This is an optimization exercise on Yosys and OpenROAD, whose aim is small area, not a production implementation.
Function was checked by simulation only, so behaviour that the tests miss may differ from the original.

## lane 1
==> module dwt_fadd, before the edit <==
module dwt_fadd (
    input  [31:0] x,
    input  [31:0] y,
    output [31:0] z
);
    wire [7:0]  ex = x[30:23];
    wire [7:0]  ey = y[30:23];
    wire        e_lt = ex < ey;
    wire        e_eq = ex == ey;
    wire        m_lt = x[22:0] < y[22:0];
    wire        rev  = e_eq & m_lt;            
    wire        swap = e_lt | rev;             
    wire        exc  = (&ex) | (&ey);
    wire        sub  = x[31] ^ y[31];
    wire [7:0]  dxy  = ex - ey;
    wire [7:0]  dyx  = ey - ex;
    wire [7:0]  d    = e_lt ? dyx : dxy;
    wire [7:0]  ea   = e_lt ? ey : ex;
    wire [23:0] sx   = {|ex, x[22:0]};
    wire [23:0] sy   = {|ey, y[22:0]};
    wire [23:0] sa   = e_lt ? sy : sx;
    wire [23:0] sb   = e_lt ? sx : sy;
    wire [23:0] sbs  = sb >> d;
    wire [24:0] S = {1'b0, sa ^ {24{sub & rev}}} + {1'b0, sbs ^ {24{sub & ~rev}}} + {24'd0, sub};
    wire        sbz = rev ? ~(|sa) : ~(|sbs);
    wire [24:0] T = {S[24] & ~sub, S[23:0]};
    reg  [4:0]  sh;
    integer i;
    always @* begin
        sh = 5'd25;
        for (i = 0; i < 24; i = i + 1)
            if (S[i]) sh = 5'd24 - i[4:0];
        if (sbz) sh = 5'd1;
        if (~sub) sh = {4'd0, ~S[24]};
    end
    wire [24:0] N = T << sh;
    wire [7:0]  en = ea + 8'd1 - {3'd0, sh};
    assign z = exc ? 32'd0 : {swap ? y[31] : x[31], en, N[23:1]};
endmodule
Settings: LEC_CHECK=0, ABC_AREA=1, CAP_MARGIN=20, CORE_MARGIN=2, CORE_UTILIZATION=40, PLACE_DENSITY=0.6, SLEW_MARGIN=20; clock period 10.0 ns.
standard.sh (not shown) runs the stock make flow with config.mk's settings and CLKGATE_MAP_FILE= SYNTH_SCRIPT=/design/flow/synth_recipe.tcl, a recipe that flattens the netlist after the stock synthesis.
==> flow/flow/run.sh <==
#!/bin/bash
# The standard layout (standard.sh) with three changes:
#  - port buffers are buf_1, the smallest buffer, instead of the resizer's
#    own pick (clkdlybuf4s50_1);
#  - synthesis extracts full adders (extract_fa) before the quick abc pass of
#    yosys's fine step rather than after it, so the explicit full adders of
#    the RTL map to fa_1 cells without inverters between them;
#  - the final technology mapping uses flow/map.abc (one &nf pass with area
#    recovery) in place of ORFS's ABC script.
# The rest of synthesis is synth_recipe.tcl and ORFS's synth.tcl unchanged, so
# the registers (their inference, names and cells) are the standard ones.
set -euo pipefail
W=$PWD
sed -e "s|^source \$::env(SCRIPTS_DIR)/synth_preamble.tcl\$|&\nlset abc_args 1 $W/flow/map.abc|" \
    -e 's|^  synth -top $::env(DESIGN_NAME) -run fine: {\*}$synth_full_args$|  synth -top $::env(DESIGN_NAME) -run fine:check -noabc {*}$synth_full_args\n  extract_fa\n  techmap -map $::env(ADDER_MAP_FILE)\n  techmap\n  opt -fast\n  abc -fast\n  opt -fast\n  synth -top $::env(DESIGN_NAME) -run check: {*}$synth_full_args|' \
    "$FLOW_HOME/scripts/synth.tcl" > "$W/synth_map.tcl"
grep -q "^lset abc_args 1 " "$W/synth_map.tcl"
grep -q "^  extract_fa$" "$W/synth_map.tcl"
sed "s|source \$::env(SCRIPTS_DIR)/synth.tcl|source $W/synth_map.tcl|" \
    "$W/synth_recipe.tcl" > "$W/synth_recipe_map.tcl"
grep -q "synth_map.tcl" "$W/synth_recipe_map.tcl"
sed "s|SYNTH_SCRIPT=[^ ]*|SYNTH_SCRIPT=$W/synth_recipe_map.tcl|" "$W/standard.sh" > "$W/standard_map.sh"
grep -q "synth_recipe_map.tcl" "$W/standard_map.sh"
export BUFFER_PORTS_ARGS="-buffer_cell sky130_fd_sc_hd__buf_1"
bash "$W/standard_map.sh" > "$W/standard.log" 2>&1
==> flow/flow/map.abc <==
&get -n
&st
&dch
&nf -p -R 50
&put
buffer -c
topo
stime -c
upsize -c
dnsize -c
The following lists how lane 2 was set up differently from lane 1:
diff --git a/flow/design.v b/flow/design.v
--- a/flow/design.v
+++ b/flow/design.v
@@ -1032,39 +1032,39 @@
 );
     wire [7:0]  ex = x[30:23];
     wire [7:0]  ey = y[30:23];
     wire        e_lt = ex < ey;
     wire        e_eq = ex == ey;
     wire        m_lt = x[22:0] < y[22:0];
-    wire        rev  = e_eq & m_lt;            
-    wire        swap = e_lt | rev;             
+    wire        swap = e_lt | (e_eq & m_lt);   
     wire        exc  = (&ex) | (&ey);
     wire        sub  = x[31] ^ y[31];
     wire [7:0]  dxy  = ex - ey;
     wire [7:0]  dyx  = ey - ex;
     wire [7:0]  d    = e_lt ? dyx : dxy;
     wire [7:0]  ea   = e_lt ? ey : ex;
+    wire [7:0]  ea1  = ea + 8'd1;
     wire [23:0] sx   = {|ex, x[22:0]};
     wire [23:0] sy   = {|ey, y[22:0]};
-    wire [23:0] sa   = e_lt ? sy : sx;
-    wire [23:0] sb   = e_lt ? sx : sy;
+    wire [23:0] sa   = swap ? sy : sx;
+    wire [23:0] sb   = swap ? sx : sy;
     wire [23:0] sbs  = sb >> d;
-    wire [24:0] S = {1'b0, sa ^ {24{sub & rev}}} + {1'b0, sbs ^ {24{sub & ~rev}}} + {24'd0, sub};
-    wire        sbz = rev ? ~(|sa) : ~(|sbs);
+    wire [24:0] S = {1'b0, sa} + {1'b0, sbs ^ {24{sub}}} + {24'd0, sub};
+    wire        sbz = ~(|sbs);
     wire [24:0] T = {S[24] & ~sub, S[23:0]};
     reg  [4:0]  sh;
     integer i;
     always @* begin
         sh = 5'd25;
         for (i = 0; i < 24; i = i + 1)
             if (S[i]) sh = 5'd24 - i[4:0];
         if (sbz) sh = 5'd1;
         if (~sub) sh = {4'd0, ~S[24]};
     end
     wire [24:0] N = T << sh;
-    wire [7:0]  en = ea + 8'd1 - {3'd0, sh};
+    wire [7:0]  en = ea1 - {3'd0, sh};
     assign z = exc ? 32'd0 : {swap ? y[31] : x[31], en, N[23:1]};
 endmodule
 module dwt_pe #(parameter DATA_WIDTH = 32)
 (
     input clk,
     input rst,
==> comparison <==
From lane 2 to lane 1, count of hold buffers inserted by post-cts repair did not move at all.
Changes observed in lane 2 relative to lane 1: detailed-routed wire length on met3 +9.2%; relative slew slack up 3.8 points; number of placed cells counting well taps shrank by 60; instance count on the critical path rose 20.
Compared lane 2 against lane 1; total wire length within noise.
U[27]$_DFFE_PP_ as the source of the critical timing path was reported by lane 2, and data_in2[2] by lane 1.
Measured against each other, lane 1 and lane 2 differ in area growth from synthesis to layout, the lower figure coming from lane 1.
Lane 2 packs its core more tightly than lane 1.
Cell area | lane 2 vs lane 1 | lane 2 smaller
In the flow results for lane 1 and lane 2, the data required time of the critical path is smaller on lane 2.

old:
Starting RTL as in the previous note.
clock: 10.0 ns
lec_check: 0
abc_area: 1
cap_margin: 20
core_margin: 2
core_utilization: 40
cts_buf_list: sky130_fd_sc_hd__clkbuf_8
cts_cluster_size: 12
place_density: 0.6
slew_margin: 20
==> flow/flow/map.abc <==
&get -n
&st
&dch
&nf -p -R 20 -F 8
&put
buffer -c
topo
stime -c
upsize -c
dnsize -c
Scripts as last shown in full above: flow/flow/run.sh
The inputs of new differ from those of old as listed below.
--- a/flow/design.v
+++ b/flow/design.v
@@ -1036,6 +1036,5 @@
     wire        e_eq = ex == ey;
     wire        m_lt = x[22:0] < y[22:0];
-    wire        rev  = e_eq & m_lt;            
-    wire        swap = e_lt | rev;             
+    wire        swap = e_lt | (e_eq & m_lt);   
     wire        exc  = (&ex) | (&ey);
     wire        sub  = x[31] ^ y[31];
@@ -1044,11 +1043,12 @@
     wire [7:0]  d    = e_lt ? dyx : dxy;
     wire [7:0]  ea   = e_lt ? ey : ex;
+    wire [7:0]  ea1  = ea + 8'd1;
     wire [23:0] sx   = {|ex, x[22:0]};
     wire [23:0] sy   = {|ey, y[22:0]};
-    wire [23:0] sa   = e_lt ? sy : sx;
-    wire [23:0] sb   = e_lt ? sx : sy;
+    wire [23:0] sa   = swap ? sy : sx;
+    wire [23:0] sb   = swap ? sx : sy;
     wire [23:0] sbs  = sb >> d;
-    wire [24:0] S = {1'b0, sa ^ {24{sub & rev}}} + {1'b0, sbs ^ {24{sub & ~rev}}} + {24'd0, sub};
-    wire        sbz = rev ? ~(|sa) : ~(|sbs);
+    wire [24:0] S = {1'b0, sa} + {1'b0, sbs ^ {24{sub}}} + {24'd0, sub};
+    wire        sbz = ~(|sbs);
     wire [24:0] T = {S[24] & ~sub, S[23:0]};
     reg  [4:0]  sh;
@@ -1062,5 +1062,5 @@
     end
     wire [24:0] N = T << sh;
-    wire [7:0]  en = ea + 8'd1 - {3'd0, sh};
+    wire [7:0]  en = ea1 - {3'd0, sh};
     assign z = exc ? 32'd0 : {swap ? y[31] : x[31], en, N[23:1]};
 endmodule
==> comparison <==
- Half-perimeter wire length of the detailed placement result deteriorates in new relative to old.
- Initial antenna violation count: new vs old down 7
- [compare] base=old new=new: non-clock buffer count picked up an extra 2.4%, final weighted congestion of routability-driven global placement picked up an extra 7.5%, instance area after placement neither gained nor lost much.

dwt_pe again, from the RTL that the note above started with.
export LEC_CHECK = 0
export ABC_AREA = 1
export CAP_MARGIN = 20
export CORE_MARGIN = 2
export CORE_UTILIZATION = 40
export PLACE_DENSITY = 0.6
export SLEW_MARGIN = 20
create_clock -name core_clock -period 10.0 [get_ports {clk}]
Scripts as last shown in full above: flow/flow/run.sh, flow/flow/map.abc
==> next run, changes <==
--- a/flow/design.v
+++ b/flow/design.v
@@ -1036,6 +1036,5 @@
     wire        e_eq = ex == ey;
     wire        m_lt = x[22:0] < y[22:0];
-    wire        rev  = e_eq & m_lt;            
-    wire        swap = e_lt | rev;             
+    wire        swap = e_lt | (e_eq & m_lt);   
     wire        exc  = (&ex) | (&ey);
     wire        sub  = x[31] ^ y[31];
@@ -1044,11 +1043,12 @@
     wire [7:0]  d    = e_lt ? dyx : dxy;
     wire [7:0]  ea   = e_lt ? ey : ex;
+    wire [7:0]  ea1  = ea + 8'd1;
     wire [23:0] sx   = {|ex, x[22:0]};
     wire [23:0] sy   = {|ey, y[22:0]};
-    wire [23:0] sa   = e_lt ? sy : sx;
-    wire [23:0] sb   = e_lt ? sx : sy;
+    wire [23:0] sa   = swap ? sy : sx;
+    wire [23:0] sb   = swap ? sx : sy;
     wire [23:0] sbs  = sb >> d;
-    wire [24:0] S = {1'b0, sa ^ {24{sub & rev}}} + {1'b0, sbs ^ {24{sub & ~rev}}} + {24'd0, sub};
-    wire        sbz = rev ? ~(|sa) : ~(|sbs);
+    wire [24:0] S = {1'b0, sa} + {1'b0, sbs ^ {24{sub}}} + {24'd0, sub};
+    wire        sbz = ~(|sbs);
     wire [24:0] T = {S[24] & ~sub, S[23:0]};
     reg  [4:0]  sh;
@@ -1062,5 +1062,5 @@
     end
     wire [24:0] N = T << sh;
-    wire [7:0]  en = ea + 8'd1 - {3'd0, sh};
+    wire [7:0]  en = ea1 - {3'd0, sh};
     assign z = exc ? 32'd0 : {swap ? y[31] : x[31], en, N[23:1]};
 endmodule
The new run produced a clean layout.
Wire length grows by 3.1%.
Synthesized area shrinks by 0.61%.
Die area shrinks by 0.60%.
Via count barely changes.

[afterwards: timing with drivers on the ports]
Ports are ideal in the flow. The routed layouts listed here were re-timed in OpenROAD. Step 1: set_driving_cell puts a clkbuf_16 on clk and a buf_2 on each other input, an assumption about the parent block. Step 2 adds t to the input delays and takes it off the output delays; t is the mean of the earliest and latest rising clock arrival at the registers after step 1. Input paths then give back, and output paths get back, about the clock's delay inside the block. Slacks: ideal ports / drivers / drivers and shift; pairs: ideal ports / drivers.
run	t (ns)	setup WS [ns]	latest minus earliest clock arrival (ns)	worst slew at a driven data input, ns	cell pins on the clock port's net
lane 1	0.472	0.536 / 0.563 / 0.091	0.011 / 0.010	0.18	1
lane 2	0.478	0.660 / 0.660 / 0.541	0.024 / 0.024	0.23	1
old	0.502	0.644 / 0.644 / 0.369	0.021 / 0.021	0.21	1
new	0.516	0.513 / 0.513 / 0.513	0.026 / 0.026	0.08	1
the first run of note 3	0.484	0.602 / 0.602 / 0.389	0.011 / 0.011	0.22	1
the second run of note 3	0.484	0.516 / 0.516 / 0.516	0.018 / 0.018	0.08	1
After both steps every run listed still meets setup and hold. For lane 1, which loses most, drivers alone change the setup slack by +0.027 ns; drivers and shift together by -0.445 ns.
